This is an optimization exercise on Yosys and OpenROAD, whose aim is small area, a short achievable clock period and few clock cycles, not a production implementation. Where RTL was checked, it was by simulation tests only, not by an equivalence proof against the original.

== run 5 ==
## ieee754multiplier
module ieee754multiplier (
    input logic clk, rst_n,
    input logic [31:0] a_i,
    input logic [31:0] b_i,
    input logic start_i,
    output logic done_o,
    output logic nan_o,
    output logic inifinit_o,
    output logic overflow_o,
    output logic underflow_o,
    output logic [31:0] product_o
);
Settings: LEC_CHECK=0, ABC_AREA=1, CAP_MARGIN=20, CORE_MARGIN=2, CORE_UTILIZATION=50, SETUP_SLACK_MARGIN=1, SLEW_MARGIN=20, SYNTH_HIERARCHICAL=1; clock period 9.0 ns.
standard.sh (not shown) runs the stock make flow with config.mk's settings and CLKGATE_MAP_FILE= SYNTH_SCRIPT=/design/flow/synth_recipe.tcl, a recipe that flattens the netlist after the stock synthesis.
==> flow/flow/run.sh <==
#!/bin/bash
# The standard layout (the standard.sh: the standard synthesis and the
# ORFS steps to finish), except that the port buffers that global placement
# inserts are buf_2 cells instead of the tool's default pick.
set -euo pipefail
export BUFFER_PORTS_ARGS="-buffer_cell sky130_fd_sc_hd__buf_2"
bash standard.sh > standard.log 2>&1
Testbench counts of run 5, summed over its fixed seeds: cycles 3,208.
Modified inputs, run 1 compared to run 5
--- a/flow/design.v
+++ b/flow/design.v
@@ -1585,17 +1585,19 @@
 fpmul_fa u_s884 (.a(c876), .b(s882), .c(c878), .s(s884), .co(c885));
 fpmul_fa u_s886 (.a(a_i[20]), .b(a_i[21]), .c(ns286), .s(s886), .co(c887));
 fpmul_fa u_s888 (.a(pp310), .b(c883), .c(s886), .s(s888), .co(c889));
 assign ci890 = ~a_i[22];
 fpmul_fa u_s891 (.a(ci890), .b(pp311), .c(c887), .s(s891), .co(c892));
 assign ci893 = ~a_i[22];
 assign rx = {ci893, c889, c885, c880, c874, c867, c859, c850, c840, c829, c817, c804, c790, c775, c759, c742, c724, c705, c685, c664, c642, c619, c596, c574, c552, c531, c511, c491, s488, c455, c439, c423, c409, c395, s392, c371, c361, s358, s348, c335, s332, s326, s320, s316, c313, pp3, pp2, neg0};
 assign ry = {c892, s891, s888, s884, s879, s873, s866, s858, s849, s839, s828, s816, s803, s789, s774, s758, s741, s723, s704, s684, s663, s641, s618, s595, s573, s551, s530, s510, s490, s472, s454, s438, s422, s408, s394, s382, s370, s360, s350, s342, s334, s328, s322, s318, s314, s312, 1'b0, pp1};
-assign m = rx + ry;
+logic [16:0] mlo;
+assign mlo = {1'b0, rx[15:0]} + {1'b0, ry[15:0]};
+assign m = {rx[47:16] + ry[47:16] + {31'd0, mlo[16]}, mlo[15:0]};
 assign sign = a_i[31] ^ b_i[31];
 assign zero = (a_i[22:0] == 23'd0) || (b_i[22:0] == 23'd0);
 assign esum = {2'b00, a_i[30:23]} + {2'b00, b_i[30:23]};
 assign e0   = esum - 10'd127;
 assign e1   = esum - 10'd126;
 logic        nan0, ovf0, unf0, keep0, sgn0;
 logic [7:0]  exp0;
 assign nan0  = !zero && e0[7:0] == 8'hFF;
[summary]
- Number of vias after detailed routing, run 5 and run 1: lower on run 1
- Of run 5 and run 1, the lower register share of the cell area belongs to run 5.
- Run 1 vs. run 5: met1 capacity usage during global routing held, met1 routed wirelength after detailed routing went down 8.7%.
Testbench counts of run 1, summed over its fixed seeds: cycles 3,208.

Setup of the reference run:
ieee754multiplier, a different RTL version from the one above (not shown whole).
Size in the first run: roughly 2100 cells after synthesis, about 37 flip-flops, roughly 100 I/O pins, ~0.017 mm² of cells after synthesis.
clock: 9.0 ns
lec_check: 0
abc_area: 1
cap_margin: 20
core_margin: 2
core_utilization: 50
setup_slack_margin: 1
slew_margin: 20
synth_hierarchical: 1
Scripts as last shown in full above: flow/flow/run.sh
diff inputs: the reference run => the trial run
--- a/flow/design.v
+++ b/flow/design.v
@@ -6,17 +6,16 @@
     output logic done_o,
     output logic nan_o,
     output logic inifinit_o,
     output logic overflow_o,
     output logic underflow_o,
     output logic [31:0] product_o
 );
 logic [47:0] m;
-logic        mhi_min;    
 logic        zero, sign, norm;
 logic [9:0]  esum, e0, e1;
 logic neg0;
 logic one0;
 logic two0;
 logic pp1;
 logic pp2;
 logic pp3;
@@ -1586,23 +1585,19 @@
 fpmul_fa u_s884 (.a(c876), .b(s882), .c(c878), .s(s884), .co(c885));
 fpmul_fa u_s886 (.a(a_i[20]), .b(a_i[21]), .c(ns286), .s(s886), .co(c887));
 fpmul_fa u_s888 (.a(pp310), .b(c883), .c(s886), .s(s888), .co(c889));
 assign ci890 = ~a_i[22];
 fpmul_fa u_s891 (.a(ci890), .b(pp311), .c(c887), .s(s891), .co(c892));
 assign ci893 = ~a_i[22];
 assign rx = {ci893, c889, c885, c880, c874, c867, c859, c850, c840, c829, c817, c804, c790, c775, c759, c742, c724, c705, c685, c664, c642, c619, c596, c574, c552, c531, c511, c491, s488, c455, c439, c423, c409, c395, s392, c371, c361, s358, s348, c335, s332, s326, s320, s316, c313, pp3, pp2, neg0};
 assign ry = {c892, s891, s888, s884, s879, s873, s866, s858, s849, s839, s828, s816, s803, s789, s774, s758, s741, s723, s704, s684, s663, s641, s618, s595, s573, s551, s530, s510, s490, s472, s454, s438, s422, s408, s394, s382, s370, s360, s350, s342, s334, s328, s322, s318, s314, s312, 1'b0, pp1};
-logic [16:0] mseg0;
-assign mseg0 = {1'b0, rx[15:0]} + {1'b0, ry[15:0]};
-assign m[15:0] = mseg0[15:0];
-logic [32:0] mseg1;
-assign mseg1 = {1'b0, rx[47:16]} + {1'b0, ry[47:16]} + {32'd0, mseg0[16]};
-assign m[47:16] = mseg1[31:0];
-assign mhi_min = ~m[24] & ~(((rx[25] ^ ry[25])) ^ (rx[24] | ry[24])) & ~(((rx[26] ^ ry[26])) ^ (rx[25] | ry[25])) & ~(((rx[27] ^ ry[27])) ^ (rx[26] | ry[26])) & ~(((rx[28] ^ ry[28])) ^ (rx[27] | ry[27])) & ~(((rx[29] ^ ry[29])) ^ (rx[28] | ry[28])) & ~(((rx[30] ^ ry[30])) ^ (rx[29] | ry[29])) & ~(((rx[31] ^ ry[31])) ^ (rx[30] | ry[30])) & ~(((rx[32] ^ ry[32])) ^ (rx[31] | ry[31])) & ~(((rx[33] ^ ry[33])) ^ (rx[32] | ry[32])) & ~(((rx[34] ^ ry[34])) ^ (rx[33] | ry[33])) & ~(((rx[35] ^ ry[35])) ^ (rx[34] | ry[34])) & ~(((rx[36] ^ ry[36])) ^ (rx[35] | ry[35])) & ~(((rx[37] ^ ry[37])) ^ (rx[36] | ry[36])) & ~(((rx[38] ^ ry[38])) ^ (rx[37] | ry[37])) & ~(((rx[39] ^ ry[39])) ^ (rx[38] | ry[38])) & ~(((rx[40] ^ ry[40])) ^ (rx[39] | ry[39])) & ~(((rx[41] ^ ry[41])) ^ (rx[40] | ry[40])) & ~(((rx[42] ^ ry[42])) ^ (rx[41] | ry[41])) & ~(((rx[43] ^ ry[43])) ^ (rx[42] | ry[42])) & ~(((rx[44] ^ ry[44])) ^ (rx[43] | ry[43])) & ~(((rx[45] ^ ry[45])) ^ (rx[44] | ry[44])) & ~(((rx[46] ^ ry[46])) ^ (rx[45] | ry[45])) & ~(((rx[47] ^ ry[47]) ^ 1'b1) ^ (rx[46] | ry[46]));
+logic [20:0] mlo;
+assign mlo = {1'b0, rx[19:0]} + {1'b0, ry[19:0]};
+assign m = {rx[47:20] + ry[47:20] + {27'd0, mlo[20]}, mlo[19:0]};
 assign sign = a_i[31] ^ b_i[31];
 assign zero = (a_i[22:0] == 23'd0) || (b_i[22:0] == 23'd0);
 assign esum = {2'b00, a_i[30:23]} + {2'b00, b_i[30:23]};
 assign e0   = esum - 10'd127;
 assign e1   = esum - 10'd126;
 logic        nan0, ovf0, unf0, keep0, sgn0;
 logic [7:0]  exp0;
 assign nan0  = !zero && e0[7:0] == 8'hFF;
@@ -1613,17 +1608,17 @@
 assign exp0  = ovf0 ? 8'hFF : (keep0 ? e0[7:0] : 8'h00);
 logic        eff1, ovf1, unf1, keep1, nz1;
 logic [7:0]  exp1;
 assign eff1  = !zero && e1[7:0] == 8'hFF;
 assign ovf1  = !zero && e1[7:0] != 8'hFF && e1[9:8] != 2'b00;
 assign unf1  = zero || (e1[7:0] == 8'h00 && e1[9:8] == 2'b00);
 assign keep1 = !eff1 && !ovf1 && !unf1;
 assign exp1  = (ovf1 || eff1) ? 8'hFF : (keep1 ? e1[7:0] : 8'h00);
-assign nz1   = !mhi_min;    
+assign nz1   = (m[46:24] != 23'd0);
 logic        nan_d, inf_d, ovf_d, unf_d, sign_d;
 logic [7:0]  exp_d;
 logic [22:0] frac_d;
 assign norm   = m[47];
 assign nan_d  = norm ? (eff1 && nz1) : nan0;
 assign inf_d  = norm && eff1 && !nz1;
 assign ovf_d  = norm ? ovf1 : ovf0;
 assign unf_d  = norm ? unf1 : unf0;
--- outcome ---
Delta (the trial run minus the reference run): number of global-route vias before repair lower; final critical delay including setup and external delays higher; die area lower. Compared with the reference run, in the trial run synthesized area moved down; utilization increased by 4.5 points relative to the old numbers; signed area change from the synthesized netlist to the final layout increased by 8.6 points relative to the old numbers. Compared with the reference run, in the trial run final area has decreased, worst setup slack has decreased.
No run of this note included a check of the RTL's function; only the layout flow was run.

-- separate check: timing with driven ports --
In the flow no input, the clock included, has a driving cell. The finished layouts below were timed again as built, in two steps. Step 1 (the two cells are an assumption about what drives the block):
set clk [get_ports {clk}]
set_driving_cell -lib_cell sky130_fd_sc_hd__clkbuf_16 $clk
set_driving_cell -lib_cell sky130_fd_sc_hd__buf_2 [delete_from_list [all_inputs] $clk]
Step 2 moves the port delays by t, midway between the first and last clock arrival at a register: inputs arrive t later, outputs are due t later. That takes back most of the time a late clock gives input paths. Slacks: ideal ports / drivers / drivers and shift; pairs: ideal ports / drivers.
run	t (ns)	setup slack, ns	worst setup path after step 2	slew at the worst register clock pin (ns)
run 5	0.317	1.316 / 1.253 / 0.936	input to register	0.05 / 0.05
run 1	0.313	1.267 / 1.208 / 0.895	input to register	0.06 / 0.06
the reference run	0.305	1.286 / 1.293 / 0.988	input to register	0.05 / 0.05
the trial run	0.321	1.244 / 1.217 / 0.896	input to register	0.06 / 0.06
After both steps every run listed still meets setup and hold. The setup slack of run 5, which loses most, moves by -0.063 ns with the drivers and by -0.380 ns with both steps.
